From an optimization exercise on the open Yosys and OpenROAD flow, aimed at small area, a short achievable clock period and few clock cycles; shortcuts taken in it are not production practice.
Where RTL was checked, it was by simulation tests only, not by an equivalence proof against the original.

==> flow/design.v <==
module JAM (
input CLK,
input RST,
output reg [2:0] W,
output reg [2:0] J,
input [6:0] Cost,
output reg [3:0] MatchCount,
output reg [9:0] MinCost,
output reg Valid );
localparam S_SCAN  = 3'd0;
localparam S_TRANS = 3'd1;
localparam S_UPD   = 3'd2;
localparam S_AUG   = 3'd3;
localparam S_CNT   = 3'd4;
localparam S_IDLE  = 3'd5;
reg [2:0] st;
reg [2:0] i;                  
reg [6:0] uq [0:7];           
reg [6:0] nv [0:7];           
reg [6:0] m  [0:7];           
reg [7:0] minf;               
reg [2:0] way [0:7];          
reg [2:0] p  [0:7];           
reg [7:0] pv;                 
reg [7:0] used;               
reg [63:0] bm;                
reg [7:0] rdy;                
reg [2:0] lv;                 
reg [7:0] a;                  
reg [9:0] s;                  
reg [6:0] mj;                 
reg       mjinf;
reg [6:0] bestm;
reg       bestinf;
reg [2:0] bestj;
reg [7:0] fm;                 
function [3:0] first_zero;    
	input [7:0] msk;
	input [3:0] lo;
	integer k;
	begin
		first_zero = 4'd0;
		for (k = 7; k >= 0; k = k - 1)
			if (!msk[k] && k >= lo)
				first_zero = {1'b1, k[2:0]};
	end
endfunction
function [3:0] first_one;
	input [7:0] msk;
	integer k;
	begin
		first_one = 4'd0;
		for (k = 7; k >= 0; k = k - 1)
			if (msk[k])
				first_one = {1'b1, k[2:0]};
	end
endfunction
wire [9:0] key  = {3'd0, Cost} + s;
wire       kfin = (key[9:7] == 3'd0);
wire       klt  = key[6:0] < mj;
wire       kltb = key[6:0] < bestm;
wire       kupd = kfin & (mjinf | klt);
wire       better = kupd ? (bestinf | kltb) : (~mjinf & (bestinf | (mj < bestm)));
wire [3:0] nxt  = first_zero(used, {1'b0, J} + 4'd1);
wire [7:0] usedb = used | (8'd1 << bestj);
wire [3:0] fzb  = first_zero(usedb, 4'd0);
wire [3:0] fou  = first_one(used);
wire [7:0] anew = {1'b0, uq[bestj]} - {1'b0, bestm};
wire [3:0] jn   = first_one(used & ~(8'd1 << J));
wire [6:0] diff = bestm - mj;
wire [2:0] wr = way[J];
reg  [2:0] nxc;
integer k;
always @(*) begin
	nxc = 3'd0;
	for (k = 0; k < 8; k = k + 1)
		if (pv[k] && p[k] == wr)
			nxc = k[2:0];
end
wire [2:0] in1 = i + 3'd1;
wire [3:0] jp1 = {1'b0, J} + 4'd1;
wire [3:0] jnb = (jp1 == {1'b0, i}) ? jp1 + 4'd1 : jp1;    
wire       rowend = jnb[3];
wire [2:0] jfirst = (in1 == 3'd0) ? 3'd1 : 3'd0;           
reg  [63:0] bmw;
integer q;
wire [7:0] deeper = 8'hfe << lv;
always @(*) begin
	bmw = bm;
	for (q = 0; q < 8; q = q + 1)
		bmw[q * 9] = 1'b1;
end
wire [7:0] row  = bmw[{lv, 3'd0} +: 8];
wire [7:0] cand = row & ~used & fm;
wire [3:0] c1   = first_one(cand);
wire [7:0] nu   = used | (8'd1 << c1[2:0]);
reg        ok;
always @(*) begin
	ok = 1'b1;
	for (q = 0; q < 8; q = q + 1)
		if (deeper[q] && rdy[q] && ((bmw[q * 8 +: 8] & ~nu) == 8'd0))
			ok = 1'b0;
end
wire [2:0] lm1  = lv - 3'd1;
wire [2:0] sp   = way[lm1];
wire       trmode   = (st == S_TRANS) | ((st == S_SCAN) & ~nxt[3]);
wire       do_trans = (st == S_TRANS) | ((st == S_SCAN) & ~nxt[3] & ~better & ~bestinf);
reg  [2:0] nidx;
reg  [2:0] qidx;
reg  [7:0] sub;
always @(*) begin
	nidx = nxt[2:0];
	qidx = in1;
	sub = a;
	case (trmode ? S_TRANS : st)
	S_SCAN:  begin nidx = nxt[2:0]; sub = a; end
	S_TRANS: begin nidx = pv[bestj] ? fzb[2:0] : fou[2:0]; sub = pv[bestj] ? anew : 8'd0; end
	S_UPD:   begin nidx = jn[2:0];  sub = 8'd0; end
	S_AUG:   begin nidx = (i == 3'd7) ? 3'd1 : 3'd0;     qidx = 3'd0; sub = (i != 3'd7) ? 8'd0 : (J == 3'd0) ? {1'b0, bestm} : {1'b0, uq[0]}; end
	default: begin nidx = rowend ? jfirst : jnb[2:0]; qidx = rowend ? in1 : i; sub = {1'b0, uq[qidx]}; end
	endcase
end
wire [6:0] nport = pv[nidx] ? nv[nidx] : 7'd0;    
wire [6:0] mport = m[nidx];
wire [9:0] snext = {3'd0, nport} - {{2{sub[7]}}, sub};
always @(posedge CLK or posedge RST) begin
	if (RST) begin
		st <= S_SCAN;
		i <= 3'd0;
		W <= 3'd0;
		J <= 3'd0;
		a <= 8'd0;
		s <= 10'd0;
		mj <= 7'd0;
		mjinf <= 1'b1;
		minf <= 8'hff;
		bestinf <= 1'b1;
		bestm <= 7'd0;
		bestj <= 3'd0;
		used <= 8'd0;
		pv <= 8'd0;
		fm <= 8'hff;
		rdy <= 8'd0;
		lv <= 3'd0;
		MinCost <= 10'd0;
		MatchCount <= 4'd0;
		Valid <= 1'b0;
	end else begin
		case (st)
		S_SCAN: begin
			if (kupd) begin
				m[J] <= key[6:0];
				minf[J] <= 1'b0;
				way[J] <= W;
			end
			if (better) begin
				bestm <= kupd ? key[6:0] : mj;
				bestj <= J;
				bestinf <= 1'b0;
			end
			if (nxt[3]) begin
				J <= nxt[2:0];
				s <= snext;
				mj <= mport;
				mjinf <= minf[nxt[2:0]];
			end else if (better | bestinf)
				st <= S_TRANS;
		end
		S_UPD: begin
			nv[J] <= s[6:0] + diff;
			uq[J] <= uq[J] + diff;
			used[J] <= 1'b0;
			if (jn[3]) begin
				J <= jn[2:0];
				s <= snext;
				mj <= mport;
			end else begin
				J <= bestj;
				st <= S_AUG;
			end
		end
		S_AUG: begin
			p[J] <= wr;
			pv[J] <= 1'b1;
			if (!pv[J])
				nv[J] <= 7'd0;                 
			if (wr == i) begin
				uq[J] <= bestm;
				minf <= 8'hff;
				mjinf <= 1'b1;
				a <= 8'd0;
				s <= snext;
				if (i == 3'd7) begin
					i <= 3'd0;
					J <= 3'd1;
					W <= (J == 3'd0) ? wr : p[0];
					st <= S_CNT;
				end else begin
					i <= i + 3'd1;
					J <= 3'd0;
					W <= i + 3'd1;
					st <= S_SCAN;
				end
			end else begin
				uq[J] <= uq[nxc];
				J <= nxc;
			end
		end
		S_CNT: begin
			if (!rdy[7]) begin
				bm[{i, J}] <= (key == 10'd0);
				s <= snext;
				if (rowend) begin
					rdy[i] <= 1'b1;
					J <= jfirst;
					i <= in1;
					W <= p[in1];
				end else
					J <= jnb[2:0];
			end
			if (rdy[lv]) begin
				if (c1[3] && !ok)
					fm <= fm & ~(8'd1 << c1[2:0]);
				else if (c1[3] && lv != 3'd7) begin
					way[lv] <= c1[2:0];
					used[c1[2:0]] <= 1'b1;
					lv <= lv + 3'd1;
					fm <= 8'hff;
				end else begin
					if (c1[3])
						MatchCount <= MatchCount + 4'd1;
					if (lv == 3'd0) begin
						Valid <= 1'b1;
						st <= S_IDLE;
					end else begin
						lv <= lm1;
						used[sp] <= 1'b0;
						fm <= 8'hfe << sp;
					end
				end
			end
		end
		default: ;
		endcase
		if (do_trans) begin
			bestinf <= 1'b1;
			if (pv[bestj]) begin
				a <= anew;
				used[bestj] <= 1'b1;
				W <= p[bestj];
				J <= fzb[2:0];
				s <= snext;
				if (st == S_SCAN && fzb[2:0] == J && kupd) begin
					mj <= key[6:0];            
					mjinf <= 1'b0;
				end else begin
					mj <= mport;
					mjinf <= minf[fzb[2:0]];
				end
				st <= S_SCAN;
			end else begin
				MinCost <= MinCost + {3'd0, bestm};
				if (fou[3]) begin
					J <= fou[2:0];
					s <= snext;
					mj <= mport;
					st <= S_UPD;
				end else begin
					J <= bestj;
					st <= S_AUG;
				end
			end
				end
	end
end
endmodule
==> flow/config.mk <==
export PLATFORM = sky130hd
export DESIGN_NAME = JAM
export DESIGN_NICKNAME = JAM
export VERILOG_FILES = /design/flow/design.v
export SDC_FILE = /design/flow/constraint.sdc
export NUM_CORES = 4
export LEC_CHECK = 0
export CAP_MARGIN = 20
export CORE_MARGIN = 2
export CORE_UTILIZATION = 40
export PLACE_DENSITY = 0.6
export SETUP_SLACK_MARGIN = 0.3
export SLEW_MARGIN = 20
==> flow/constraint.sdc <==
create_clock -name core_clock -period 5.0 [get_ports {CLK}]
set_input_delay 1.0000 -clock core_clock [delete_from_list [all_inputs] [get_ports {CLK}]]
set_output_delay 1.0000 -clock core_clock [all_outputs]
set_load 0.01 [all_outputs]
run.sh (not shown) runs the stock make flow with config.mk's settings and CLKGATE_MAP_FILE= SYNTH_SCRIPT=/design/flow/synth_recipe.tcl, a recipe that flattens the netlist after the stock synthesis.
The first run completed and failed the layout checks on setup timing.
Testbench counts at the start, summed over its fixed seeds: cycles 3,111.
Change:
--- a/flow/design.v
+++ b/flow/design.v
@@ -25,5 +25,5 @@
 reg [7:0] used;               
 reg [63:0] bm;                
-reg [7:0] rdy;                
+reg       bdone;              
 reg [2:0] lv;                 
 reg [7:0] a;                  
@@ -34,5 +34,5 @@
 reg       bestinf;
 reg [2:0] bestj;
-reg [7:0] fm;                 
+reg [3:0] f;                  
 function [3:0] first_zero;    
 	input [7:0] msk;
@@ -84,13 +84,16 @@
 wire [2:0] jfirst = (in1 == 3'd0) ? 3'd1 : 3'd0;           
 reg  [63:0] bmw;
+reg  [7:0] rdy;              
 integer q;
-wire [7:0] deeper = 8'hfe << lv;
 always @(*) begin
 	bmw = bm;
-	for (q = 0; q < 8; q = q + 1)
+	for (q = 0; q < 8; q = q + 1) begin
 		bmw[q * 9] = 1'b1;
+		rdy[q] = bdone | (q < i);
+	end
 end
 wire [7:0] row  = bmw[{lv, 3'd0} +: 8];
-wire [7:0] cand = row & ~used & fm;
+wire [7:0] ge   = 8'hff << f[2:0];
+wire [7:0] cand = row & ~used & (f[3] ? 8'd0 : ge);
 wire [3:0] c1   = first_one(cand);
 wire [7:0] nu   = used | (8'd1 << c1[2:0]);
@@ -99,5 +102,5 @@
 	ok = 1'b1;
 	for (q = 0; q < 8; q = q + 1)
-		if (deeper[q] && rdy[q] && ((bmw[q * 8 +: 8] & ~nu) == 8'd0))
+		if (q > lv && rdy[q] && ((bmw[q * 8 +: 8] & ~nu) == 8'd0))
 			ok = 1'b0;
 end
@@ -140,6 +143,6 @@
 		used <= 8'd0;
 		pv <= 8'd0;
-		fm <= 8'hff;
-		rdy <= 8'd0;
+		f <= 4'd0;
+		bdone <= 1'b0;
 		lv <= 3'd0;
 		MinCost <= 10'd0;
@@ -208,12 +211,13 @@
 		end
 		S_CNT: begin
-			if (!rdy[7]) begin
+			if (!bdone) begin
 				bm[{i, J}] <= (key == 10'd0);
 				s <= snext;
 				if (rowend) begin
-					rdy[i] <= 1'b1;
 					J <= jfirst;
 					i <= in1;
 					W <= p[in1];
+					if (i == 3'd7)
+						bdone <= 1'b1;
 				end else
 					J <= jnb[2:0];
@@ -221,10 +225,10 @@
 			if (rdy[lv]) begin
 				if (c1[3] && !ok)
-					fm <= fm & ~(8'd1 << c1[2:0]);
+					f <= {1'b0, c1[2:0]} + 4'd1;
 				else if (c1[3] && lv != 3'd7) begin
 					way[lv] <= c1[2:0];
 					used[c1[2:0]] <= 1'b1;
 					lv <= lv + 3'd1;
-					fm <= 8'hff;
+					f <= 4'd0;
 				end else begin
 					if (c1[3])
@@ -236,5 +240,5 @@
 						lv <= lm1;
 						used[sp] <= 1'b0;
-						fm <= 8'hfe << sp;
+						f <= {1'b0, sp} + 4'd1;
 					end
 				end
What happened: The changed run ran to the end with violations: setup timing. Die area falls by 2.1%. Final cell count falls by 2.5%. Design area falls by 2.3%. Synthesized cell count falls by 2.3%. Global-route usage rises by 0.14 points. Worst setup slack gets better by 49 ps. Synthesized area falls by 2.2%. Count of clock-buffer cells in the layout rises by 1.
Testbench counts after the change, summed over its fixed seeds: cycles 3,111.

Starts from the design.v that is shown in full above.
export LEC_CHECK = 0
export CAP_MARGIN = 20
export CORE_MARGIN = 2
export CORE_UTILIZATION = 40
export PLACE_DENSITY = 0.6
export SLEW_MARGIN = 20
create_clock -name core_clock -period 5.0 [get_ports {CLK}]
The baseline ran to the end with violations: negative setup slack.
Testbench counts at the start, summed over its fixed seeds: cycles 3,111.
Edit:
--- a/flow/design.v
+++ b/flow/design.v
@@ -119,9 +119,9 @@
 	S_AUG:   begin nidx = (i == 3'd7) ? 3'd1 : 3'd0;     qidx = 3'd0; sub = (i != 3'd7) ? 8'd0 : (J == 3'd0) ? {1'b0, bestm} : {1'b0, uq[0]}; end
 	default: begin nidx = rowend ? jfirst : jnb[2:0]; qidx = rowend ? in1 : i; sub = {1'b0, uq[qidx]}; end
 	endcase
 end
-wire [6:0] nport = pv[nidx] ? nv[nidx] : 7'd0;    
+wire [6:0] nport = nv[nidx];
 wire [6:0] mport = m[nidx];
 wire [9:0] snext = {3'd0, nport} - {{2{sub[7]}}, sub};
 always @(posedge CLK or posedge RST) begin
 	if (RST) begin
@@ -141,8 +141,10 @@
 		pv <= 8'd0;
 		fm <= 8'hff;
 		rdy <= 8'd0;
 		lv <= 3'd0;
+		for (k = 0; k < 8; k = k + 1)
+			nv[k] <= 7'd0;
 		MinCost <= 10'd0;
 		MatchCount <= 4'd0;
 		Valid <= 1'b0;
 	end else begin
@@ -181,10 +183,8 @@
 		end
 		S_AUG: begin
 			p[J] <= wr;
 			pv[J] <= 1'b1;
-			if (!pv[J])
-				nv[J] <= 7'd0;                 
 			if (wr == i) begin
 				uq[J] <= bestm;
 				minf <= 8'hff;
 				mjinf <= 1'b1;
What happened:
- The changed run reached the layout checks and failed them: negative setup slack
- routed wire length falls by 9.4%
- utilization falls by 3.1 points
- synthesized area rises by 1.4%
- final area falls by 4.2%
Testbench counts after the change, summed over its fixed seeds: cycles 3,111.

JAM, a different RTL version from the one above (not shown whole).
For scale: roughly 390 flip-flops, ~0.025 mm^2 of cells after synthesis.
## JAM
module JAM (
input CLK,
input RST,
output reg [2:0] W,
output reg [2:0] J,
input [6:0] Cost,
output reg [3:0] MatchCount,
output reg [9:0] MinCost,
output reg Valid );
clock: 5.0 ns
lec_check: 0
cap_margin: 20
core_margin: 2
core_utilization: 40
place_density: 0.6
slew_margin: 20
The baseline finished with setup timing left.
Rerun with:
--- a/flow/design.v
+++ b/flow/design.v
@@ -55,23 +55,23 @@
 		o2 = {x[7] | x[6], x[5] | x[4], x[3] | x[2], x[1] | x[0]};
 		a4h = a2[3] & a2[2] & ~(o2[3] & o2[2]);
 		a4l = a2[1] & a2[0] & ~(o2[1] & o2[0]);
 		o4h = o2[3] | o2[2];
 		o4l = o2[1] | o2[0];
 		amo = a4h & a4l & ~(o4h & o4l);
 	end
 endfunction
 function lt_c;                
 	input [6:0] c;
 	input [9:0] thr;
-	lt_c = $signed({4'd0, c}) < $signed({thr[9], thr});
+	lt_c = ~thr[9] & ({3'd0, c} < thr);
 endfunction
 wire [9:0] sa    = {3'd0, s} - {{2{a[7]}}, a};          
 wire [9:0] key   = {3'd0, Cost} + sa;
 wire [9:0] thr_m = {2'd0, mjinf, mjinf ? 7'd0 : mj} - sa;
 wire [9:0] thr_b = {3'd0, bestm} - sa;
 wire       kupd  = lt_c(Cost, thr_m);
 wire       better = kupd ? (bestinf | lt_c(Cost, thr_b)) : (~mjinf & (bestinf | (mj < bestm)));
 wire [3:0] nxt   = first_one(rem);
 wire [7:0] remn  = rem & (rem - 8'd1);
 wire       trmode   = (st == S_TRANS) | ((st == S_SCAN) & ~nxt[3]);
 wire       do_trans = (st == S_TRANS) | ((st == S_SCAN) & ~nxt[3] & ~better & ~bestinf);
=>
- The new run completed and failed the layout checks on setup timing
- worst setup slack loses 0.0044 ns
- synthesized cell count climbs by 1.6%
- clock skew increases by 0.011 ns
- global-route usage is about the same
- hold slack degrades by 0.0064 ns
- fmax is about the same
- via count came out higher by 0.48%
- first-iteration DRC count rises by 23%
- cell area rises by 1.6%
- wire length increases by 2.2%
- clock-buffer cell count falls by 2
- area after synthesis rises by 0.83%
- non-clock buffer count fell by 12
Testbench counts after the change, summed over its fixed seeds: cycles 3,065.
The RTL of the first run of this note was laid out without a check of its function.

-- static timing again, ports no longer ideal --
In the flow no input, the clock included, has a driving cell. The finished layouts below were timed again as built, in two steps.
Step 1 sets driving cells, clkbuf_16 on the clock port and buf_2 on the other inputs (assumed; they add their load-dependent delay and slew).
Step 2 also shifts input and output timing later by t, the mid clock arrival at the registers, as if the neighbouring blocks saw the same clock.
Slacks: ideal ports / drivers / drivers and shift; pairs: ideal ports / drivers.
run	t (ns)	slack for setup (ns)	clock arrival spread, ns	slew at the worst register clock pin (ns)
the first run of note 1	0.659	-0.116 / -0.116 / -0.190	0.027 / 0.026	0.07 / 0.07
the second run of note 1	0.638	-0.068 / -0.068 / -0.291	0.022 / 0.022	0.07 / 0.07
the first run of note 2	0.673	-0.090 / -0.090 / -0.305	0.022 / 0.022	0.07 / 0.07
the second run of note 2	0.653	-0.106 / -0.106 / -0.333	0.037 / 0.037	0.06 / 0.06
the first run of note 3	0.645	-0.062 / -0.062 / -0.062	0.046 / 0.047	0.07 / 0.07
the second run of note 3	0.657	-0.066 / -0.066 / -0.066	0.058 / 0.058	0.08 / 0.08
The setup slack of the second run of note 2, which loses most, moves by 0.000 ns with the drivers and by -0.227 ns with both steps.
